Background: an optimization exercise with open tools, aiming at small area and a short achievable clock period. Do not read the settings as production practice. At most, simulation tests tie the RTL to the original design; equivalence was not proved. Power is estimated from default activity; no workload was simulated.

==> inputs of 03-06 <==
## top
module top (
  input  logic        clk,
  input  logic        rst_n,
  input  logic [15:0] setpoint,
  input  logic [15:0] feedback,
  input  logic [15:0] Kp,
  input  logic [15:0] Ki,
  input  logic [15:0] Kd,
  input  logic [15:0] clk_prescaler,
  output logic [15:0] control_signal
);
==> flow/config.mk <==
export PLATFORM = sky130hd
export DESIGN_NAME = top
export DESIGN_NICKNAME = top
export VERILOG_FILES = /design/flow/design.v
export SDC_FILE = /design/flow/constraint.sdc
export NUM_CORES = 4
export LEC_CHECK = 0
export ABC_AREA = 1
export CAP_MARGIN = 20
export CORE_MARGIN = 2
export CORE_UTILIZATION = 40
export SETUP_SLACK_MARGIN = 5
export SLEW_MARGIN = 20
export SYNTH_HIERARCHICAL = 1
export SYNTH_MINIMUM_KEEP_SIZE = 0
==> flow/constraint.sdc <==
create_clock -name core_clock -period 12.5 [get_ports {clk}]
set_input_delay 2.5000 -clock core_clock [delete_from_list [all_inputs] [get_ports {clk}]]
set_output_delay 2.5000 -clock core_clock [all_outputs]
set_load 0.01 [all_outputs]
standard.sh (not shown) runs the stock make flow with config.mk's settings and CLKGATE_MAP_FILE= SYNTH_SCRIPT=/design/flow/synth_recipe.tcl, a recipe that flattens the netlist after the stock synthesis.
==> flow/flow/run.sh <==
#!/bin/bash
# The standard layout, with the port buffers made of plain buf_1 cells
# instead of the delay buffers buffer_ports picks on its own, and a larger
# setup margin for timing repair.
set -euo pipefail
export BUFFER_PORTS_ARGS="-buffer_cell sky130_fd_sc_hd__buf_1"
bash standard.sh SETUP_SLACK_MARGIN=6.5 finish > standard.log 2>&1
==> inputs of 05-05, as changes to 03-06 <==
--- a/flow/config.mk
+++ b/flow/config.mk
@@ -5,7 +5,6 @@
 export SDC_FILE = /design/flow/constraint.sdc
 export NUM_CORES = 4
 export LEC_CHECK = 0
-export ABC_AREA = 1
 export CAP_MARGIN = 20
 export CORE_MARGIN = 2
 export CORE_UTILIZATION = 40
==> run summary <==
05-05 ran to the end with no violations. 03-06 finished clean.
Between 05-05 and 03-06, the lower critical path depth is in 03-06 (gap 4).
In count of clock-buffer cells in the layout, 05-05 and 03-06 do not differ.
Between 05-05 and 03-06, the lower die area is in 05-05 (gap about 2%, measured against 03-06).
Between 05-05 and 03-06, the lower worst hold slack is in 05-05 (gap 0.0094 ns).
Via count: 03-06 is higher than 05-05 (about 14%).
Of 03-06 and 05-05, 03-06 has the higher cell area (gap 3.7%, measured against 05-05).
Against 03-06, the setup slack of 05-05 is worse by 0.31 ns.
Synthesized area: 05-05 is lower than 03-06 (about 2.2%).
Of 03-06 and 05-05, 05-05 has the higher register-to-register slack (gap 0.18 ns).
==> figures <==
	05-05	03-06
Site Rows	71	72
Setup Fix Bufs, Post-CTS	58	63
Non-clock buffer instance count of the final layout	205	218
Reg2Reg Setup Slack	6.65 ns	6.47 ns
Total routed wire length on the met1 layer	19.20 mm	21.18 mm
CP max-delay cell	sky130_fd_sc_hd__fa_1	sky130_fd_sc_hd__xnor2_2
Number of filler cells placed in the layout	3542	3667
Area of the mapped netlist	0.01533 mm²	0.01567 mm²
Finished Layout Cells	2192	2621
Switching component of the power	0.001666 W	0.001626 W
Design area	0.01838 mm²	0.01907 mm²
Data arrival time of the critical path	7.11 ns	6.80 ns
Xor/xnor share of the synthesized area	14.73%	13.26%
Multiplexer share of the synthesized area	3.339%	0%
Instance area at placement	0.01663 mm²	0.01698 mm²
Multi-input gate share of the layout cell area	72.69%	70.06%
Status	complete, no violations	complete, no violations
Sequential element share of the synthesized area	15.84%	15.49%
Maximum frequency from static timing analysis	145.3 MHz	152.2 MHz
Worst rel slew slack	27.85%	18.00%
No run of this note included a check of the RTL's function; only the layout flow was run.

==> 01-23: inputs <==
Another version of the RTL of top (not shown whole).
// top
module top (
  input  logic        clk,
  input  logic        rst_n,
  input  logic [15:0] setpoint,
  input  logic [15:0] feedback,
  input  logic [15:0] Kp,
  input  logic [15:0] Ki,
  input  logic [15:0] Kd,
  input  logic [15:0] clk_prescaler,
  output logic [15:0] control_signal
);
Settings: LEC_CHECK=0, CAP_MARGIN=20, CORE_MARGIN=2, CORE_UTILIZATION=40, CTS_BUF_LIST=sky130_fd_sc_hd__clkbuf_4 sky130_fd_sc_hd__clkbuf_8, CTS_CLUSTER_SIZE=40, SETUP_SLACK_MARGIN=5, SLEW_MARGIN=20, SYNTH_HIERARCHICAL=1, SYNTH_MINIMUM_KEEP_SIZE=0; clock period 12.5 ns.
Scripts as last shown in full above: flow/flow/run.sh
==> 03-19: changes against 01-23 <==
--- a/flow/design.v
+++ b/flow/design.v
@@ -140,16 +140,15 @@
   wire e_p13, e_g13;
   pid_pg u_e_pg13 (.a(setpoint[13]), .b(~feedback[13]), .g(e_g13), .p(e_p13));
   wire e_p14, e_g14;
   pid_pg u_e_pg14 (.a(setpoint[14]), .b(~feedback[14]), .g(e_g14), .p(e_p14));
   wire e_p15, e_g15;
   pid_pg u_e_pg15 (.a(setpoint[15]), .b(~feedback[15]), .g(e_g15), .p(e_p15));
-  wire e_g0c = setpoint[0] | ~feedback[0];
   wire [15:0] e_c;
-  pid_carry16ks u_e_cy (.g({e_g15, e_g14, e_g13, e_g12, e_g11, e_g10, e_g9, e_g8, e_g7, e_g6, e_g5, e_g4, e_g3, e_g2, e_g1, e_g0c}), .p({e_p15, e_p14, e_p13, e_p12, e_p11, e_p10, e_p9, e_p8, e_p7, e_p6, e_p5, e_p4, e_p3, e_p2, e_p1, e_p0}), .ci(1'b0), .c(e_c));
-  wire [15:0] e = {e_p15, e_p14, e_p13, e_p12, e_p11, e_p10, e_p9, e_p8, e_p7, e_p6, e_p5, e_p4, e_p3, e_p2, e_p1, e_p0} ^ {e_c[15:1], 1'b1};
+  pid_carry16 u_e_cy (.g({e_g15, e_g14, e_g13, e_g12, e_g11, e_g10, e_g9, e_g8, e_g7, e_g6, e_g5, e_g4, e_g3, e_g2, e_g1, e_g0}), .p({e_p15, e_p14, e_p13, e_p12, e_p11, e_p10, e_p9, e_p8, e_p7, e_p6, e_p5, e_p4, e_p3, e_p2, e_p1, e_p0}), .ci(1'b1), .c(e_c));
+  wire [15:0] e = {e_p15, e_p14, e_p13, e_p12, e_p11, e_p10, e_p9, e_p8, e_p7, e_p6, e_p5, e_p4, e_p3, e_p2, e_p1, e_p0} ^ e_c;
   wire ksum_p0, ksum_g0;
   pid_pg u_ksum_pg0 (.a(kpg[0]), .b(kdg[0]), .g(ksum_g0), .p(ksum_p0));
   wire ksum_p1, ksum_g1;
   pid_pg u_ksum_pg1 (.a(kpg[1]), .b(kdg[1]), .g(ksum_g1), .p(ksum_p1));
   wire ksum_p2, ksum_g2;
   pid_pg u_ksum_pg2 (.a(kpg[2]), .b(kdg[2]), .g(ksum_g2), .p(ksum_p2));
@@ -177,13 +176,13 @@
   pid_pg u_ksum_pg13 (.a(kpg[13]), .b(kdg[13]), .g(ksum_g13), .p(ksum_p13));
   wire ksum_p14, ksum_g14;
   pid_pg u_ksum_pg14 (.a(kpg[14]), .b(kdg[14]), .g(ksum_g14), .p(ksum_p14));
   wire ksum_p15, ksum_g15;
   pid_pg u_ksum_pg15 (.a(kpg[15]), .b(kdg[15]), .g(ksum_g15), .p(ksum_p15));
   wire [15:0] ksum_c;
-  pid_carry16ks u_ksum_cy (.g({ksum_g15, ksum_g14, ksum_g13, ksum_g12, ksum_g11, ksum_g10, ksum_g9, ksum_g8, ksum_g7, ksum_g6, ksum_g5, ksum_g4, ksum_g3, ksum_g2, ksum_g1, ksum_g0}), .p({ksum_p15, ksum_p14, ksum_p13, ksum_p12, ksum_p11, ksum_p10, ksum_p9, ksum_p8, ksum_p7, ksum_p6, ksum_p5, ksum_p4, ksum_p3, ksum_p2, ksum_p1, ksum_p0}), .ci(1'b0), .c(ksum_c));
+  pid_carry16 u_ksum_cy (.g({ksum_g15, ksum_g14, ksum_g13, ksum_g12, ksum_g11, ksum_g10, ksum_g9, ksum_g8, ksum_g7, ksum_g6, ksum_g5, ksum_g4, ksum_g3, ksum_g2, ksum_g1, ksum_g0}), .p({ksum_p15, ksum_p14, ksum_p13, ksum_p12, ksum_p11, ksum_p10, ksum_p9, ksum_p8, ksum_p7, ksum_p6, ksum_p5, ksum_p4, ksum_p3, ksum_p2, ksum_p1, ksum_p0}), .ci(1'b0), .c(ksum_c));
   wire [15:0] ksum = {ksum_p15, ksum_p14, ksum_p13, ksum_p12, ksum_p11, ksum_p10, ksum_p9, ksum_p8, ksum_p7, ksum_p6, ksum_p5, ksum_p4, ksum_p3, ksum_p2, ksum_p1, ksum_p0} ^ ksum_c;
   wire ed_one0 = e[0] ^ 1'b0;
   wire ed_two0 = (e[1] & ~e[0] & ~1'b0) | (~e[1] & e[0] & 1'b0);
   wire ed_neg0 = e[1] & ~(e[0] & 1'b0);
   wire ed_one1 = e[2] ^ e[1];
   wire ed_two1 = (e[3] & ~e[2] & ~e[1]) | (~e[3] & e[2] & e[1]);
@@ -1249,36 +1248,12 @@
         end else begin
           G[l+1][i] = G[l][i];
           P[l+1][i] = P[l][i];
         end
       end
     end
-    c[0] = ci;
-    for (i = 1; i < 16; i = i + 1) c[i] = G[4][i-1];
-  end
-endmodule
-module pid_carry16ks(input logic [15:0] g, input logic [15:0] p, input logic ci,
-                     output logic [15:0] c);
-  logic [15:0] G [0:4];
-  logic [15:0] P [0:4];
-  integer i, l;
-  always_comb begin
-    G[0] = g;
-    P[0] = p;
-    G[0][0] = g[0] | (p[0] & ci);
-    for (l = 0; l < 4; l = l + 1) begin
-      for (i = 0; i < 16; i = i + 1) begin
-        if (i >= (1 << l)) begin
-          G[l+1][i] = G[l][i] | (P[l][i] & G[l][i - (1 << l)]);
-          P[l+1][i] = P[l][i] & P[l][i - (1 << l)];
-        end else begin
-          G[l+1][i] = G[l][i];
-          P[l+1][i] = P[l][i];
-        end
-      end
-    end
     c[0] = ci;
     for (i = 1; i < 16; i = i + 1) c[i] = G[4][i-1];
   end
 endmodule
 module pid_bpp(input logic one, two, a, b, output logic p);
   assign p = (one & a) | (two & b);
==> flow/run.sh (new file) <==
#!/bin/bash
# synth_recipe.tcl (not shown) runs the flow's synth.tcl, then flattens the netlist and writes it again
# the make line also repeats each setting of config.mk as NAME=value (left out here)
make -C /OpenROAD-flow-scripts/flow DESIGN_CONFIG=/design/flow/config.mk WORK_HOME=/design/flow/orfs CLKGATE_MAP_FILE= SYNTH_SCRIPT=/design/flow/synth_recipe.tcl finish
removed: flow/flow/run.sh
removed: flow/standard.sh
==> results.yml <==
outcome:
  status: "timing/DRC/antenna clean"
sta:
  max_freq_mhz: 137
  holdWs_ns: 0.483
worst_setup_path:
  rrSetupSlack_ns: 6.13
final_layout:
  multi_input_area_um2: 12300
  nMultiInputCombCells: 1163
  nonClkBufAreaFrac: 0.0761
  syn_to_final_growth_pct: 14.6
detailed_routing:
  via_per_inst: 5.40
synth:
  synth_cells: 1385
global_route:
  grt_pass1_vias: 11542
  grt_pass1_wl_um: 67000
power:
  pg_clk_mw: 0.388
  p_per_area_nw_per_um2: 229
die:
  die-area_um2: 40600
Source of the figures above: 03-19

==> results.yml <==
final_layout:
  multi_input_area_um2: 13200
  nMultiInputCombCells: 1185
  drive_above_1_share: 0.171
power:
  pg_clk_mw: 0.350
clock_network:
  cts_tree: "built"
  clockBufferDepth: 2
detailed_routing:
  via_per_inst: 5.51
sta:
  holdWs_ns: 0.527
  max_freq_mhz: 167
  setup_ws_ns: 6.50
die:
  die-area_um2: 41000
outcome:
  status: "timing/DRC/antenna clean"
global_route:
  grt_pass1_vias: 12034
  grt_pass1_wl_um: 69500
Source of the figures above: 01-23

No functional check of the RTL was part of 01-23.

-- port drivers added, routing unchanged --
Ports are ideal in the flow. The routed layouts listed here were re-timed in OpenROAD. Step 1, drivers: a clkbuf_16 drives clk and a buf_2 each remaining input, both assumed. Step 2, shift: input delay + t, output delay - t, t = (earliest + latest rising clock arrival at the registers) / 2. This alone moves slack from input paths to output paths. Slacks: ideal ports / drivers / drivers and shift; pairs: ideal ports / drivers.
run	shift t [ns]	setup WS [ns]	latest minus earliest clock arrival (ns)	worst slew at a driven data input, ns	pins driven straight from the clock port
03-06	0.412	5.932 / 5.961 / 5.549	0.013 / 0.014	0.04	1
05-05	0.407	5.620 / 5.605 / 5.198	0.012 / 0.011	0.06	1
01-23	0.486	6.495 / 6.516 / 6.030	0.018 / 0.019	0.06	1
03-19	0.481	5.217 / 5.235 / 4.754	0.018 / 0.019	0.05	1
After both steps every run listed still meets setup and hold. For 01-23, which loses most, drivers alone change the setup slack by +0.021 ns; drivers and shift together by -0.465 ns.
